What follows belongs to an exercise in optimizing a design on an open flow for small area; a production flow would make more cautious choices. Only simulation tests tie the RTL to the original design; equivalence was not proved. The clock port is modelled as an ideal driver; clocking choices that lean on that would not hold on a real chip. No activity file was given, so power comes from the tool's default toggle rates.

==> flow/design.v <==
`timescale 1ns / 1ps
module srcc( clk,reset,level,user1_up,user1_down,user2_up,user2_down ,col,row
        ,centre_r,centre_c,movement
         );
    input clk,user1_up,user1_down,user2_up,user2_down;
    input reset,level;
    output reg [7:0] col;
    output reg [7:0] row;
    output reg [2:0] centre_r,centre_c;
    output [2:0] movement;
    function [2:0] inc3;
        input [2:0] x;
        case (x)
            3'd0: inc3 = 3'd1; 3'd1: inc3 = 3'd2; 3'd2: inc3 = 3'd3; 3'd3: inc3 = 3'd4;
            3'd4: inc3 = 3'd5; 3'd5: inc3 = 3'd6; 3'd6: inc3 = 3'd7; default: inc3 = 3'd0;
        endcase
    endfunction
    function [2:0] dec3;
        input [2:0] x;
        case (x)
            3'd0: dec3 = 3'd7; 3'd1: dec3 = 3'd0; 3'd2: dec3 = 3'd1; 3'd3: dec3 = 3'd2;
            3'd4: dec3 = 3'd3; 3'd5: dec3 = 3'd4; 3'd6: dec3 = 3'd5; default: dec3 = 3'd6;
        endcase
    endfunction
    reg [2:0] js;
    always @(posedge clk)
        if (reset) js <= 3'b000;
        else       js <= {js[1:0], ~js[2]};
    wire tick = js[0] & ~js[1];
    reg pf; reg [4:0] qf;
    wire qf_e = ~qf[0] & qf[1] & ~qf[2] & ~qf[4];
    always @(posedge clk)
        if (reset)     begin pf <= 1'b0; qf <= 5'd10; end
        else if (qf_e) begin pf <= ~pf;  qf <= pf ? 5'd24 : 5'd16; end
        else           qf <= {qf[3:0], ~(qf[4] ^ qf[1])};
    reg ps; reg [5:0] qs;
    wire qs_e = qs[1] & ~qs[2] & qs[3] & ~qs[4] & ~qs[5];
    always @(posedge clk)
        if (reset)     begin ps <= 1'b0; qs <= 6'd11; end
        else if (qs_e) begin ps <= ~ps;  qs <= ps ? 6'd6 : 6'd12; end
        else           qs <= {qs[4:0], qs[5] ^ qs[0]};
    wire fast = pf;
    wire slow = ps;
    reg gclk, gclk_d;
    always @(posedge clk)
        if (reset) begin
            gclk   <= 1'b0;
            gclk_d <= 1'b0;
        end else begin
            if (tick) gclk <= level ? fast : slow;
            gclk_d <= gclk;
        end
    wire tick_game = gclk & ~gclk_d;
    reg [2:0] t1, t2;
    wire loaded = t1[2] & t1[1];
    wire rwin;
    function lit;
        input [2:0] t;
        input [2:0] s;
        input       rwin;
        reg   [2:0] e;
        begin
            e = s - t;
            if (t[2] & t[1])
                lit = t[0] ? (s != 3'd4) : (rwin | (s != 3'd7));
            else
                lit = ~e[2] & ~(e[1] & e[0]);
        end
    endfunction
    reg [2:0] counter;
    reg       valid;
    always @(*) begin
        case (counter)
            3'd0: row = 8'b01111111; 3'd1: row = 8'b11111110;
            3'd2: row = 8'b11111101; 3'd3: row = 8'b11111011;
            3'd4: row = 8'b11110111; 3'd5: row = 8'b11101111;
            3'd6: row = 8'b11011111; default: row = 8'b10111111;
        endcase
        if (!valid) row = 8'hFF;
    end
    reg       pb1, pb2, hit, ld;
    reg [2:0] cc_s;
    always @(posedge clk)
        if (reset) begin
            counter <= 3'd0;
            valid   <= 1'b0;
            pb1 <= 1'b0; pb2 <= 1'b0; hit <= 1'b0; ld <= 1'b0;
        end else if (tick) begin
            pb1 <= lit(t1, counter, rwin);
            pb2 <= lit(t2, counter, rwin);
            hit <= (centre_r == counter);
            ld  <= loaded;
            counter <= counter + 3'd1;
            valid   <= 1'b1;
        end
    always @(posedge clk)
        if (tick) cc_s <= centre_c;
    always @(*) begin
        col[0] = pb1;
        col[7] = pb2;
        if (ld) begin
            col[1] = ~row[1];
            col[2] = ~row[2];
            col[3] = ~row[3];
            col[4] = rwin ? ~row[4] : ~row[3];
            col[5] = rwin ? ~row[5] : ~row[2];
            col[6] = rwin ? ~row[6] : ~row[1];
        end else begin
            col[1] = hit && (cc_s == 3'd1);
            col[2] = hit && (cc_s == 3'd2);
            col[3] = hit && (cc_s == 3'd3);
            col[4] = hit && (cc_s == 3'd4);
            col[5] = hit && (cc_s == 3'd5);
            col[6] = hit && (cc_s == 3'd6);
        end
    end
    reg  [2:0] md;
    wire right = md[2];
    wire vert  = md[0];
    wire down  = md[2] ^ md[1];
    wire over  = ~md[0] & md[1];
    assign rwin = ~md[2];
    assign movement = {md[2] ^ md[1], md[1], md[0]};
    wire [2:0] tp = right ? t2 : t1;
    wire [2:0] e  = centre_r - tp;
    wire hitp = ~e[2] & ~(e[1] & e[0]);
    wire vbounce = vert & (down ? (centre_r == 3'd7) : (centre_r == 3'd0));
    wire edge_c  = right ? (centre_c[2] & centre_c[1]) : ~(centre_c[2] | centre_c[1]);
    function [2:0] paddle;
        input [2:0] t;
        input       up, dn, lwin;
        reg         mv;
        begin
            if (t[2] & t[1])
                mv = ~up & dn & lwin & ~t[0];
            else
                mv = up ? (t != 3'd0) : (dn & (t != 3'd5));
            paddle = mv ? t + {up, up, 1'b1} : t;
        end
    endfunction
    reg ph;
    always @(posedge clk)
    begin
     if (reset) begin
        centre_r <= 3'd4;
        centre_c <= 3'd4;
        md       <= 3'b000;
        ph       <= 1'b0;
        t1       <= 3'd3;
        t2       <= 3'd3;
     end else if (tick_game) begin
        ph <= ~ph;
        if (!ph) begin
            if (over) begin
                t1 <= 3'd6;
                t2 <= 3'd6;
            end else if (vbounce)
                md[1] <= ~md[1];
            else if (edge_c)
                md <= {~right, ~hitp | (right ? e[1] : ~(e[1] | e[0])), hitp & ~e[0]};
            else begin
                centre_c <= centre_c + {~right, ~right, 1'b1};
                if (vert) centre_r <= centre_r + {~down, ~down, 1'b1};
            end
        end else begin
            t1 <= paddle(t1, user1_up, user1_down, !rwin);
            t2 <= paddle(t2, user2_up, user2_down, !rwin);
        end
     end
    end
endmodule
==> flow/config.mk <==
export PLATFORM = sky130hd
export DESIGN_NAME = srcc
export DESIGN_NICKNAME = srcc
export VERILOG_FILES = /design/flow/design.v
export SDC_FILE = /design/flow/constraint.sdc
export NUM_CORES = 4
export LEC_CHECK = 0
export CAP_MARGIN = 20
export CORE_MARGIN = 2
export CORE_UTILIZATION = 40
export SLEW_MARGIN = 20
==> flow/constraint.sdc <==
create_clock -name core_clock -period 8.0 [get_ports {clk}]
set_input_delay 1.6000 -clock core_clock [delete_from_list [all_inputs] [get_ports {clk}]]
set_output_delay 1.6000 -clock core_clock [all_outputs]
set_load 0.01 [all_outputs]
standard.sh (not shown) runs the stock make flow with config.mk's settings and CLKGATE_MAP_FILE= SYNTH_SCRIPT=/design/flow/synth_recipe.tcl, a recipe that flattens the netlist after the stock synthesis.
==> flow/flow/run.sh <==
#!/bin/bash
# Own layout flow: the standard ORFS flow (standard.sh's make call) with
#  - the standard synthesis script, except that adders are left to ABC and
#    ABC runs an area-oriented script (flow/abc_area.script; if ABC fails on
#    it, flow/abc_safe.script);
#  - the smallest buffer for the port buffers;
#  - no dummy loads in clock tree synthesis, and clock buffers then sized
#    down while the clock-pin slew estimate allows (flow/post_cts.tcl).
# The make output goes to flow.log; each ORFS step logs to orfs/logs/.
set -euo pipefail
W=$(pwd)
F=$W/flow

mk_synth() {
  sed "s|log_cmd abc {\*}\$abc_args|set abc_args [lreplace \$abc_args 1 1 $1]\n  log_cmd abc {*}\$abc_args|" \
      "$FLOW_HOME/scripts/synth.tcl" > "$W/synth_own.tcl"
  grep -q "$1" "$W/synth_own.tcl"
}
mk_synth "$F/abc_area.script"
sed "s|\$::env(SCRIPTS_DIR)/synth.tcl|$W/synth_own.tcl|" "$W/synth_recipe.tcl" > "$W/synth_top.tcl"
grep -q "$W/synth_own.tcl" "$W/synth_top.tcl"

sed -e "s|SYNTH_SCRIPT=[^ ]*|SYNTH_SCRIPT=$W/synth_top.tcl ADDER_MAP_FILE= BUFFER_PORTS_ARGS='-buffer_cell sky130_fd_sc_hd__buf_1' POST_CTS_TCL=$F/post_cts.tcl CTS_ARGS='-sink_clustering_enable -repair_clock_nets -dont_use_dummy_load -buf_list sky130_fd_sc_hd__clkbuf_8 -root_buf sky130_fd_sc_hd__clkbuf_8'|" \
    "$W/standard.sh" > "$W/own.sh"
grep -q "synth_top.tcl" "$W/own.sh"

if ! bash "$W/own.sh" synth > "$W/synth.log" 2>&1; then
  mk_synth "$F/abc_safe.script"
  bash "$W/own.sh" synth > "$W/synth_safe.log" 2>&1
fi
bash "$W/own.sh" > "$W/flow.log" 2>&1
Other scripts of this flow, unchanged in this note and not shown: flow/flow/abc_area.script, flow/flow/abc_safe.script, flow/flow/post_cts.tcl
Then changed:
--- a/flow/design.v
+++ b/flow/design.v
@@ -68,7 +68,7 @@
         end
     endfunction
     reg [2:0] counter;
-    reg       valid;
+    wire      valid;
     always @(*) begin
         case (counter)
             3'd0: row = 8'b01111111; 3'd1: row = 8'b11111110;
@@ -79,19 +79,18 @@
         if (!valid) row = 8'hFF;
     end
     reg       pb1, pb2, hit, ld;
+    assign valid = ~(hit & ld);
     reg [2:0] cc_s;
     always @(posedge clk)
         if (reset) begin
             counter <= 3'd0;
-            valid   <= 1'b0;
-            pb1 <= 1'b0; pb2 <= 1'b0; hit <= 1'b0; ld <= 1'b0;
+            pb1 <= 1'b0; pb2 <= 1'b0; hit <= 1'b1; ld <= 1'b1;
         end else if (tick) begin
             pb1 <= lit(t1, counter, rwin);
             pb2 <= lit(t2, counter, rwin);
-            hit <= (centre_r == counter);
+            hit <= ~loaded & (centre_r == counter);
             ld  <= loaded;
             counter <= counter + 3'd1;
-            valid   <= 1'b1;
         end
     always @(posedge clk)
         if (tick) cc_s <= centre_c;
Global-route usage stays flat.
First-iteration DRC count is lower by a quarter to a third.
Final area shrinks slightly.
Total power stays flat.
Combinational power went up by about a fifth.
Hold slack barely changes.
Die area shrinks slightly.
Wire length shrinks by a few percent.
Final cell count drops slightly.
Fmax barely changes.
Core utilization falls by 0.15 points.
Sequential share of layout area shrinks by 0.48 points.
Sequential power is about the same.

[what the ideal ports hide]
The flow's constraints put no driver on any port. The routed layouts listed below were extracted and timed again, unchanged, in two steps. Step 1 (the two cells are an assumption about what drives the block):
set clk [get_ports {clk}]
set_driving_cell -lib_cell sky130_fd_sc_hd__clkbuf_16 $clk
set_driving_cell -lib_cell sky130_fd_sc_hd__buf_2 [delete_from_list [all_inputs] $clk]
Step 2, shift: input delay + t, output delay - t, t = (earliest + latest rising clock arrival at the registers) / 2. This alone moves slack from input paths to output paths. Slacks: ideal ports / drivers / drivers and shift; pairs: ideal ports / drivers.
run | t (ns) | slack for setup (ns) | clock arrival spread, ns | worst data-port slew with drivers (ns) | pins driven straight from the clock port
the first run | 0.529 | 4.129 / 4.104 / 4.633 | 0.028 / 0.028 | 0.03 | 1
the second run | 0.532 | 4.134 / 4.111 / 4.643 | 0.030 / 0.030 | 0.03 | 1
After both steps every run listed still meets setup and hold.
